Source: an optimization exercise on an open RTL-to-GDS flow (aim: small area, a short achievable clock period and few clock cycles). Production flows keep margins and buffers that such runs may drop. The RTL was checked by simulation tests, not by an equivalence proof against the original design. Power figures rest on the tool's default switching activity, not on a simulated workload.

==> inputs of 10-13 <==
Design xxh32_calc_v2, start of the top module:
module xxh32_calc_v2(
input	wire				clk,
input wire				rstN,
input wire				compress_start,
input wire				compress_done,
input wire	[31:0]	length,
input wire				length_valid,
input wire	[31:0]	data,
input wire				data_valid,
output wire	[31:0]	digest,
output reg				digest_valid
);
localparam	[31:0]	PRIME32_1 = 32'd2654435761;
localparam	[31:0]	PRIME32_2 = 32'd2246822519;
localparam	[2:0]	XF_R13 = 3'd0, XF_R17 = 3'd1, XF_R11 = 3'd2, XF_ID = 3'd3, XF_X13 = 3'd4, XF_X16 = 3'd5;
localparam	[1:0]	KA_P2 = 2'd0, KA_P3 = 2'd1, KA_P5 = 2'd2, KA_0 = 2'd3;
localparam	[2:0]	VS_D = 3'd0, VS_INIT = 3'd1, VS_H = 3'd2, VS_0 = 3'd3, VS_IN = 3'd4;
localparam	[1:0]	KC_P1 = 2'd0, KC_P4 = 2'd1, KC_1 = 2'd2;
reg	[31:0]	d_r;		 
reg				dv_r;
reg	[3:0]		len_q;
reg	[11:0]	ns;		 
reg				ns_nz;	 
reg				ns1;		 
reg	[1:0]		lane;
reg				first;
reg	[2:0]		tcnt;		 
reg				st_fl, st_is, st_bz, st_av;	 
reg	[2:0]		acnt;		 
reg	[1:0]		ph;
reg				av3;
reg				fw;		 
reg				om;		 
reg				pa;		 
reg				nz;		 
reg	[31:0]	o_r;		 
reg				o_ok;		 
reg	[31:0]	as, ac, xb, cs, cc, vd;
reg	[2:0]		xf_a;
reg	[1:0]		kc_a, kc_b;
reg	[31:0]	hacc;
reg	[23:0]	preg;
assign digest = xb;
wire	[1:0]		k = len_q[3:2];
wire	[1:0]		b = len_q[1:0];
wire	[2:0]		nops = {1'b0, k} + {1'b0, b};
wire				is_stripe = dv_r && ns_nz;
wire				is_tail   = dv_r && !ns_nz;
wire				last_stripe = is_stripe && (lane == 2'd3) && ns1;
wire				fl_adv   = st_fl && (!fw || is_tail);
wire				issue_op = st_is && om && o_ok;
wire				issue_av1 = st_is && !om;
wire				issue_av2 = st_av && ph[0];
reg				adv;
reg	[1:0]		ka, kc;
reg	[2:0]		xf;
reg	[2:0]		vs;
always @(*)
begin
	adv	= 1'b0;
	ka		= KA_0;
	vs		= VS_D;
	xf		= XF_ID;
	kc		= KC_1;
	if(is_stripe)
	begin
		adv	= 1'b1;
		ka		= KA_P2;
		vs		= first ? VS_INIT : VS_D;
		xf		= XF_R13;
		kc		= KC_P1;
	end
	else if(fl_adv)
	begin
		adv	= 1'b1;
		vs		= fw ? VS_IN : VS_D;
	end
	else if(issue_op)
	begin
		adv	= 1'b1;
		ka		= fw ? KA_P3 : KA_P5;
		vs		= (acnt == 3'd0) ? VS_H : VS_D;
		xf		= fw ? XF_R17 : XF_R11;
		kc		= fw ? KC_P4 : KC_P1;
	end
	else if(issue_av1)
	begin
		adv	= 1'b1;
		ka		= KA_P2;
		vs		= VS_0;
		xf		= XF_X13;
	end
	else if(issue_av2)
	begin
		adv	= 1'b1;
		ka		= KA_P3;
		vs		= VS_0;
		xf		= XF_X16;
	end
	else if(st_bz || st_av || av3)
		adv	= 1'b1;
end
reg	[31:0]	init_v;
always @(*)
begin
	case(lane)
	2'd0		:	init_v	=	PRIME32_1 + PRIME32_2;
  ...
export LEC_CHECK = 0
export CAP_MARGIN = 20
export CORE_MARGIN = 2
export CORE_UTILIZATION = 60
export PLACE_DENSITY = 0.75
export SLEW_MARGIN = 20
export SETUP_SLACK_MARGIN = 9
create_clock -name core_clock -period 13.0 [get_ports {clk}]
standard.sh (not shown) runs the stock make flow with config.mk's settings and CLKGATE_MAP_FILE= SYNTH_SCRIPT=/design/flow/synth_recipe.tcl, a recipe that flattens the netlist after the stock synthesis.
==> flow/flow/run.sh <==
#!/bin/bash
# The standard layout (standard.sh, unchanged synthesis and steps), with ORFS's
# timing repair asked to leave a setup margin, so that it speeds up the paths that
# set the achieved period even though they already meet the 13 ns clock.
set -o pipefail
export SETUP_SLACK_MARGIN=9
echo "export SETUP_SLACK_MARGIN = 9" >> config.mk
bash standard.sh > standard.log 2>&1
==> 09-25: changes against 10-13 <==
Settings changed: TNS_END_PERCENT set to 5.
==> comparison <==
Against 09-25, the via count of 10-13 is larger by about 2.8%.
Against 10-13, the total power of 09-25 is smaller by about 5%.
Maximum frequency: 09-25 is smaller than 10-13 (0.57%).
In 09-25 the routed wire length is lower than in 10-13, by about 3.7%.
Testbench counts of 10-13, summed over its fixed seeds: cycles 45,476.
Testbench counts of 09-25, summed over its fixed seeds: cycles 45,476.

-- re-timing with driven ports --
The results above use ideal ports. As a check the final layouts listed here were re-extracted and re-timed, cells and wires unchanged.
Step 1, drivers: a clkbuf_16 drives clk and a buf_2 each remaining input, both assumed.
Step 2 adds t to the input delays and takes it off the output delays; t is the mean of the earliest and latest rising clock arrival at the registers after step 1. Input paths then give back, and output paths get back, about the clock's delay inside the block.
Three values: ideal ports, drivers, drivers and shift; two values: the first two.
| run | t (ns) | setup WS [ns] | cell pins on the clock port's net |
|---|---|---|---|
| 10-13 | 0.645 | 8.677 / 8.677 / 8.372 | 1 |
| 09-25 | 0.659 | 8.652 / 8.652 / 8.217 | 1 |
After both steps setup and hold are still met in every run listed. For 09-25, which loses most, drivers alone change the setup slack by 0.000 ns; drivers and shift together by -0.435 ns.
